Source: an optimization exercise on an open RTL-to-GDS flow (aim: small area). Production flows keep margins and buffers that such runs may drop.
Function was checked by simulation only, so behaviour that the tests miss may differ from the original.
Power figures rest on the tool's default switching activity, not on a simulated workload.

==> design/flow/design.v <==
`timescale 1ns / 1ps
module sync_fifo #(
	parameter	DEPTH=8,
	parameter	WIDTH=32,
	parameter	AF_LEVEL = 1,
	parameter	AE_LEVEL = 1,
	parameter	DEPTH_LOG=$clog2(DEPTH)
)(
	input					clk, rstn,
	input					push, pop,
	input 		[WIDTH-1:0]	din,
	output 		[WIDTH-1:0]	dout,
	output					full,empty,a_full,a_empty
);
	reg [WIDTH-1:0]		mem[DEPTH-1:0];
	reg [DEPTH_LOG:0]	k;		 
	always @(posedge clk)
	if (push) begin
		mem[0] <= din;
		for (int i=1;i<DEPTH;i++) mem[i] <= mem[i-1];
	end
	always @(posedge clk, negedge rstn)
	if		(!rstn)			k <= {(DEPTH_LOG+1){1'b1}};
	else if (push != pop)	k <= push ? k + 1'b1 : k - 1'b1;
	assign	empty	= k[DEPTH_LOG];
	assign	full 	= k == DEPTH - 1;
	assign	a_full	= !k[DEPTH_LOG] && k >= DEPTH - 1 - AF_LEVEL;
	assign	a_empty = k[DEPTH_LOG] || k <= AE_LEVEL - 1;
	wire [DEPTH-1:0] rsel = {{(DEPTH-1){1'b0}},1'b1} << k[DEPTH_LOG-1:0];
	genvar b;
	generate for (b=0;b<WIDTH;b++) begin : g_rd
		wire n0, n1;
		fifo_aoi222 u_a (.a1(rsel[0]), .a2(mem[0][b]), .b1(rsel[1]), .b2(mem[1][b]), .c1(rsel[2]), .c2(mem[2][b]), .y(n0));
		fifo_aoi222 u_b (.a1(rsel[3]), .a2(mem[3][b]), .b1(rsel[4]), .b2(mem[4][b]), .c1(rsel[5]), .c2(mem[5][b]), .y(n1));
		fifo_rdfin  u_c (.n0(n0), .n1(n1), .a1(rsel[6]), .a2(mem[6][b]), .b1(rsel[7]), .b2(mem[7][b]), .y(dout[b]));
	end endgenerate
endmodule
module fifo_aoi222 (input a1, a2, b1, b2, c1, c2, output y);
	assign y = ~((a1 & a2) | (b1 & b2) | (c1 & c2));
endmodule
module fifo_rdfin (input n0, n1, a1, a2, b1, b2, output y);
	assign y = ~(n0 & n1) | (a1 & a2) | (b1 & b2);
endmodule
==> design/flow/run.sh <==
#!/bin/bash
# synth_recipe.tcl (not shown) runs the flow's synth.tcl, then flattens the netlist and writes it again
# the make line also repeats each setting of config.mk as NAME=value (left out here)
make -C /OpenROAD-flow-scripts/flow DESIGN_CONFIG=/design/flow/config.mk WORK_HOME=/design/flow/orfs CLKGATE_MAP_FILE= SYNTH_SCRIPT=/design/flow/synth_recipe.tcl finish
==> design/flow/config.mk <==
export PLATFORM = sky130hd
export DESIGN_NAME = sync_fifo
export DESIGN_NICKNAME = sync_fifo
export VERILOG_FILES = /design/flow/design.v
export SDC_FILE = /design/flow/constraint.sdc
export NUM_CORES = 4
export LEC_CHECK = 0
export CAP_MARGIN = 20
export CORE_MARGIN = 2
export CORE_UTILIZATION = 60
export CTS_BUF_LIST = sky130_fd_sc_hd__clkbuf_8
export CTS_CLUSTER_DIAMETER = 80
export CTS_CLUSTER_SIZE = 20
export SLEW_MARGIN = 20
export SYNTH_HIERARCHICAL = 1
export SYNTH_MINIMUM_KEEP_SIZE = 0
==> design/flow/constraint.sdc <==
create_clock -name core_clock -period 5.0 [get_ports {clk}]
set_input_delay 1.0000 -clock core_clock [delete_from_list [all_inputs] [get_ports {clk}]]
set_output_delay 1.0000 -clock core_clock [all_outputs]
set_load 0.01 [all_outputs]
==> summary.txt <==
run status=complete, no violations; final hold viol count=0; first-pass iteration count of the detailed router=6; worst rel slew slack=23.6%; setup-violating endpoint count in the final report=0; leftover overflow at the end of global routing=0; Port Buffer Count=71; die height=127 µm; max capacitance violation total=0; total number of vias=4742; class of the most critical setup path=flip-flop to output port; initial antenna violation count=0; Layout Skew=16.0 ps; Netlist Area Pre-Place=9060 µm²; share of power burned in registers=50.3%; Longest Clk Path Bufs=3; count of flip-flops with a built-in enable after synthesis=256; total negative setup slack=0 ps; data arrival time of the worst path=3280 ps; quantity of gates resized following cts=0; H-Tree Level Count=1; dominant combinational cell family by area after synthesis=compound AO/OA/AOI/OAI gates; post-route ant nets=0; Peak supply drop=0.351 mV; Clk Latency, worst-skew pair=520 ps; number of global-route vias before repair=4607; routability-driven placement congestion ratio=0.762; Distinct cells, synth=24; number of buffers inserted by hold repair at cts=0; cell count after synthesis=416; width of the die=127 µm; cell family with most CP delay=simple AND/OR/NAND/NOR gates; critical path data required time=4000 ps; proportion of layout cells with a drive suffix above 1=8.32%; clock power share=17.2%; overall track demand over capacity in global routing=21.0%; placement row count=44; largest stage delay on the critical path=940 ps; Critical Path Fanout Max=19; simple-gate portion of the synthesized area=2.69%; wire length of the first global-routing pass=26000 µm; clock buffer count from CTS=16; NetSw=1590 µW; leakage power of the design=0.00340 µW; mean instance size in the synthesized netlist=21.8 µm²; setup repair after global routing missed its margin=false; slowest stage cell, crit path=sky130_fd_sc_hd__nor3_2; Synthesized Nets=455; sort of element at the end of the critical path=output port; maximum clock frequency=234 MHz; DPL Wire Length=9400 µm; Least-Margin Pin Slew=1140 ps; CTS tree=done; proportion of power drawn by combinational gates=32.5%; fraction of synthesis flops using an asynchronous set or reset pin=1.54%; number of DRC violations after detailed-routing iteration 0=917; Layout area overhead=14.4%; number of nets in the layout=552; post-route worst setup slack=721 ps; mean routed wirelength per cell=24.0 µm; Tcrit/Tclk final=85.6%; clock slew seen by the registers of the worst setup and hold paths=120 ps; # IOs=72; synthesized flop and latch total=260; fraction of the yosys area taken by sequential cells=86.0%; Compound-Gate Fraction of Synth Area=10.1%; full die area=16100 µm²; fraction of the mapped netlist area in adder cells=0.497%; yosys warns=9; ordered list of cells on the worst path=nor3_2 > buf_4 > a222oi_1 > nand3_1 > clkdlybuf4s50_1; ANT cells=0; multiplexer share of the synthesized area=0.166%; via-per-instance ratio=6.76; Period minus WS final=4280 ps; pin count of the biggest net entering global routing=168; kind of start point of the critical path=flip-flop; class of the tightest hold or removal check=flip-flop to flip-flop; most used flip-flop cell after synthesis=sky130_fd_sc_hd__edfxtp_1; detailed-route wire length=16800 µm; starting utilization of the core area=61.9%; areal power density over the cells=516 nW/µm²; Power Internal=3750 µW; core outline area=14600 µm²; Setup Slack @ Placement=1350 ps; clock tree root buffer cell=sky130_fd_sc_hd__clkbuf_8; switch share=29.8%; fin. max-slew vios=0; Sink Count=260; Worst Path Buf+Inv=2; xor/xnor share of the synthesized area=0.469%; DRC viols=0; post-CTS repair timing setup buffer count=0
## routing by layer
layer	wire length [µm]	vias up	GRT usage [%]
li1	-	2072	-
met1	7220	2412	33.1
met2	7890	241	31.3
met3	1480	17	4.34
met4	251	0	4.01
met5	0	-	0
## logic make-up after synthesis
kind of cell    count (synthesis)
xor+xnor                        4
mux                             1
flops                         260
compound gates                100
fa+ha+maj                       3
simple gates                   46
buf+inv                         2
## synth_stat cells (2+ instances only)
library cell               count  area share (%)
sky130_fd_sc_hd__xnor2_1       3            0.29
sky130_fd_sc_hd__nand3_1      33             1.8
sky130_fd_sc_hd__a22oi_1      32             2.7
sky130_fd_sc_hd__ha_1          2            0.28
sky130_fd_sc_hd__nor3b_1       3            0.25
sky130_fd_sc_hd__a222oi_1     64             7.1
sky130_fd_sc_hd__nand2_1       2           0.083
sky130_fd_sc_hd__and3b_1       2            0.19
sky130_fd_sc_hd__nor2_1        2           0.083
sky130_fd_sc_hd__edfxtp_1    256              85
sky130_fd_sc_hd__dfstp_2       4             1.2
## per-stage QoR
stage                     hold slack [ps]  std cells  util [%]  area [µm²]  total power, µW
after global placement                430        679      69.1       10100             4460
after floorplan                       425        416         -        9060             3510
after global routing                  467        701      70.8       10400             5580
after CTS                             454        701      70.8       10400             5390
final                                 452        701      70.8       10400             5350
after detailed placement              433        679      69.1       10100             4490
## power by group through the flow
| stage | combinational (µW) | sequential, µW | clock (µW) |
|---|---|---|---|
| after floorplan | 817 | 2690 | 0 |
| after global placement | 1730 | 2720 | 0 |
| after detailed placement | 1750 | 2740 | 0 |
| after CTS | 1750 | 2690 | 946 |
| after global routing | 1860 | 2710 | 1010 |
| final | 1740 | 2690 | 918 |
## worst register-to-register path, cell delays in order (launching register included)
cell and delay (ps):
sky130_fd_sc_hd__dfstp_2 660, sky130_fd_sc_hd__ha_1 310, sky130_fd_sc_hd__a21oi_2 170, sky130_fd_sc_hd__a211oi_2 80, sky130_fd_sc_hd__a41oi_1 200, sky130_fd_sc_hd__xnor2_1 150
## worst paths after layout
| check | start | end | slack, ps | cells after the start |
|---|---|---|---|---|
| max | k[0] | dout[4] | 720 | 5 |
| min | mem[6][3] | mem[7][3] | 450 | 0 |
| max reg2reg | k[2] | k[3] | 3370 | 5 |
| min reg2reg | mem[6][3] | mem[7][3] | 450 | 0 |
| max in group asynchronous | rstn | k[1] | 4080 | 1 |
| min in group asynchronous | rstn | k[2] | 900 | 1 |
## cell type report
class / instances / area (µm²)
inverters: 1 / 3.75
clock buffers: 17 / 234
repair buffers: 80 / 796
flip-flops and latches: 260 / 7790
clock inverters: 5 / 18.8
fillers: 940 / 4280
well taps: 184 / 230
multi-input cells: 154 / 1290
## cells in the final DEF, fill, tap and decap left out, drive strengths merged
cell	instances
nor2	2
buf	10
mux2	1
inv	6
a211oi	1
and3b	2
fa	1
nand3	33
clkbuf	17
a22oi	32
nor3b	3
nor3	1
a222oi	64
and2	1
a41oi	1
and3	1
o21ai	1
ha	2
or2	1
edfxtp	256
a21oi	1
nand2	2
dfstp	4
xnor2	4
clkdlybuf4s50	70
## modules after synthesis (local to each module, per instance)
module	area [µm²]	copies in the design
fifo_aoi222	10.0	64
sync_fifo	8020	1
fifo_rdfin	12.5	32
## sequential cells by signal, summed over array words and instances (netlist names)
| name | count |
|---|---|
| mem | 256 |
| k | 4 |

afterwards: timing with drivers on the ports:
No port has a modelled driver above. Below, the same layout with a new extraction and two added sets of constraints.
Step 1 (the two cells are an assumption about what drives the block):
set clk [get_ports {clk}]
set_driving_cell -lib_cell sky130_fd_sc_hd__clkbuf_16 $clk
set_driving_cell -lib_cell sky130_fd_sc_hd__buf_2 [delete_from_list [all_inputs] $clk]
Step 2, shift: input delay + t, output delay - t, t = (earliest + latest rising clock arrival at the registers) / 2. This alone moves slack from input paths to output paths.
Slacks: ideal ports / drivers / drivers and shift; pairs: ideal ports / drivers.
t, ns: 0.548
setup slack, ns: 0.721 / 0.683 / 1.231
hold WS [ns]: 0.452 / 0.452 / 0.452
worst setup path after step 2: register to output
After both steps this run still meets setup and hold. The setup slack of this run moves by -0.038 ns with the drivers and by +0.510 ns with both steps.
